Background: an optimization exercise with open tools, aiming at small area and a short achievable clock period. Do not read the settings as production practice.
Only simulation tests tie the RTL to the original design; equivalence was not proved.
Power is estimated from default activity; no workload was simulated.

Setup of v48:
Design mac, start of the top module:
module mac(A, B, C, D, clk, reset, Acc);
  input [7:0] A, B, C, D;
  input clk, reset;
  output [31:0] Acc;
  reg [31:0] R;
  reg [1:0] V;
  reg [8:0] W;
  wire p_A0B0 = ~(A[0] & B[0]);
  wire p_A0B1 = ~(A[0] & B[1]);
  wire p_A0B2 = ~(A[0] & B[2]);
  wire p_A0B3 = ~(A[0] & B[3]);
  wire p_A0B4 = ~(A[0] & B[4]);
  wire p_A0B5 = ~(A[0] & B[5]);
  wire p_A0B6 = ~(A[0] & B[6]);
  wire p_A0B7 = ~(A[0] & B[7]);
  wire p_A1B0 = ~(A[1] & B[0]);
  wire p_A1B1 = ~(A[1] & B[1]);
  wire p_A1B2 = ~(A[1] & B[2]);
  wire p_A1B3 = ~(A[1] & B[3]);
  wire p_A1B4 = ~(A[1] & B[4]);
  wire p_A1B5 = ~(A[1] & B[5]);
  wire p_A1B6 = ~(A[1] & B[6]);
  wire p_A1B7 = ~(A[1] & B[7]);
  wire p_A2B0 = ~(A[2] & B[0]);
  wire p_A2B1 = ~(A[2] & B[1]);
  wire p_A2B2 = ~(A[2] & B[2]);
  wire p_A2B3 = ~(A[2] & B[3]);
  wire p_A2B4 = ~(A[2] & B[4]);
  wire p_A2B5 = ~(A[2] & B[5]);
  wire p_A2B6 = ~(A[2] & B[6]);
  wire p_A2B7 = ~(A[2] & B[7]);
  wire p_A3B0 = ~(A[3] & B[0]);
  wire p_A3B1 = ~(A[3] & B[1]);
  wire p_A3B2 = ~(A[3] & B[2]);
  wire p_A3B3 = ~(A[3] & B[3]);
  wire p_A3B4 = ~(A[3] & B[4]);
  wire p_A3B5 = ~(A[3] & B[5]);
  wire p_A3B6 = ~(A[3] & B[6]);
  wire p_A3B7 = ~(A[3] & B[7]);
  wire p_A4B0 = ~(A[4] & B[0]);
  wire p_A4B1 = ~(A[4] & B[1]);
  wire p_A4B2 = ~(A[4] & B[2]);
  wire p_A4B3 = ~(A[4] & B[3]);
  wire p_A4B4 = ~(A[4] & B[4]);
  wire p_A4B5 = ~(A[4] & B[5]);
  wire p_A4B6 = ~(A[4] & B[6]);
  wire p_A4B7 = ~(A[4] & B[7]);
  wire p_A5B0 = ~(A[5] & B[0]);
  wire p_A5B1 = ~(A[5] & B[1]);
  wire p_A5B2 = ~(A[5] & B[2]);
  wire p_A5B3 = ~(A[5] & B[3]);
  wire p_A5B4 = ~(A[5] & B[4]);
  wire p_A5B5 = ~(A[5] & B[5]);
  wire p_A5B6 = ~(A[5] & B[6]);
  wire p_A5B7 = ~(A[5] & B[7]);
  wire p_A6B0 = ~(A[6] & B[0]);
  wire p_A6B1 = ~(A[6] & B[1]);
  wire p_A6B2 = ~(A[6] & B[2]);
  wire p_A6B3 = ~(A[6] & B[3]);
  wire p_A6B4 = ~(A[6] & B[4]);
  wire p_A6B5 = ~(A[6] & B[5]);
  wire p_A6B6 = ~(A[6] & B[6]);
  wire p_A6B7 = ~(A[6] & B[7]);
  wire p_A7B0 = ~(A[7] & B[0]);
  wire p_A7B1 = ~(A[7] & B[1]);
  wire p_A7B2 = ~(A[7] & B[2]);
  wire p_A7B3 = ~(A[7] & B[3]);
  wire p_A7B4 = ~(A[7] & B[4]);
  wire p_A7B5 = ~(A[7] & B[5]);
  wire p_A7B6 = ~(A[7] & B[6]);
  wire p_A7B7 = ~(A[7] & B[7]);
  wire p_C0D0 = ~(C[0] & D[0]);
  ...
Size: roughly 570 cells after synthesis, ~43 flip-flops, roughly 6000 sq um of cells after synthesis.
Settings: LEC_CHECK=0, CAP_MARGIN=20, CORE_MARGIN=2, CORE_UTILIZATION=60, SETUP_SLACK_MARGIN=2.5, SLEW_MARGIN=20, SYNTH_HIERARCHICAL=1; clock period 6.5 ns.
standard.sh (not shown) runs the stock make flow with config.mk's settings and CLKGATE_MAP_FILE= SYNTH_SCRIPT=/design/flow/synth_recipe.tcl, a recipe that flattens the netlist after the stock synthesis.
==> flow/flow/run.sh <==
#!/bin/bash
# Standard ORFS flow (the standard.sh), with the port buffers made of
# sky130_fd_sc_hd__buf_2 instead of buffer_ports' default cell.
set -o pipefail
export BUFFER_PORTS_ARGS="-buffer_cell sky130_fd_sc_hd__buf_2"
bash standard.sh finish 2>&1 | tee standard_flow.log
v48 finished end to end and its layout was clean on timing, DRC and antenna.
For v27, these inputs were changed with respect to v48:
# v48
export LEC_CHECK = 0
export CAP_MARGIN = 20
export CORE_MARGIN = 2
export CORE_UTILIZATION = 60
export SETUP_SLACK_MARGIN = 2.5
export SLEW_MARGIN = 20
export SYNTH_HIERARCHICAL = 1
create_clock -name core_clock -period 6.5 [get_ports {clk}]
# v27
export LEC_CHECK = 0
export CAP_MARGIN = 20
export CORE_MARGIN = 2
export CORE_UTILIZATION = 60
export SETUP_SLACK_MARGIN = 1.5
export SLEW_MARGIN = 20
export SYNTH_HIERARCHICAL = 1
create_clock -name core_clock -period 6.5 [get_ports {clk}]
--- outcome ---
- On finished layout cell area, the lower figure sits with v27, not v48.
- The number of search-and-repair iterations in the first detailed-routing pass reported for v27 is smaller than that of v48 by 1.
- Layout overhead on the synthesized area was higher in v48 than in v27.
- v27: proportion of power drawn by combinational gates 0.2 points below v48
- v48 → v27: power density of the placed cells increased by 26 nW/um^2 relative to the old numbers, worst hold slack closely matched the old numbers.
- Reported for v48 and v27, number of ordinary inverters in the final layout turned out identical to the last digit.
- In v27 the cell area after placement turned out about 1.1% lower than in v48.
- In the flow results for v48 and v27, the fraction of power consumed by the clock network is larger on v48.
Input-level comparison between v44 and v27:
==> flow/flow/run.sh <==
#!/bin/bash
# Standard ORFS flow (the standard.sh), with the port buffers made of
# sky130_fd_sc_hd__buf_2 instead of buffer_ports' default cell, and power
# recovery (downsizing gates off the critical paths) after global routing.
set -o pipefail
export BUFFER_PORTS_ARGS="-buffer_cell sky130_fd_sc_hd__buf_2"
export RECOVER_POWER=100
bash standard.sh finish 2>&1 | tee standard_flow.log
Notes after the runs:
Layout checks on v44: not met. Flow itself completed; violations: max-capacitance violations, max-slew violations.
Between v44 and v27, it is v44 whose total power per unit cell area is lower, by about 0.54%.
Routed wire length: v44 vs v27 up 82 um
Part of the total power dissipated in combinational logic, v44 and v27: larger value in v27
v44 vs v27: power down
Measured against each other, v44 and v27 differ in fmax, the higher figure coming from v27.
v27 was larger in final cell area than v44.
Relative to v27, via count has gone up in v44.

static timing again, ports no longer ideal:
The flow's constraints put no driver on any port. The routed layouts listed below were extracted and timed again, unchanged, in two steps.
Step 1 (the two cells are an assumption about what drives the block):
set clk [get_ports {clk}]
set_driving_cell -lib_cell sky130_fd_sc_hd__clkbuf_16 $clk
set_driving_cell -lib_cell sky130_fd_sc_hd__buf_2 [delete_from_list [all_inputs] $clk]
Step 2 adds t to the input delays and takes it off the output delays; t is the mean of the earliest and latest rising clock arrival at the registers after step 1. Input paths then give back, and output paths get back, about the clock's delay inside the block.
Slacks: ideal / step 1 / step 2; pairs: ideal / step 1.
run | shift t [ns] | slack for setup (ns) | worst setup path at the end | cell pins on the clock port's net
v48 | 0.328 | 2.482 / 2.446 / 2.118 | input to register | 1
v27 | 0.327 | 2.287 / 2.292 / 1.966 | input to register | 1
v44 | 0.328 | 2.012 / 2.015 / 1.688 | input to register | 1
The setup slack of v48, which loses most, moves by -0.036 ns with the drivers and by -0.364 ns with both steps.
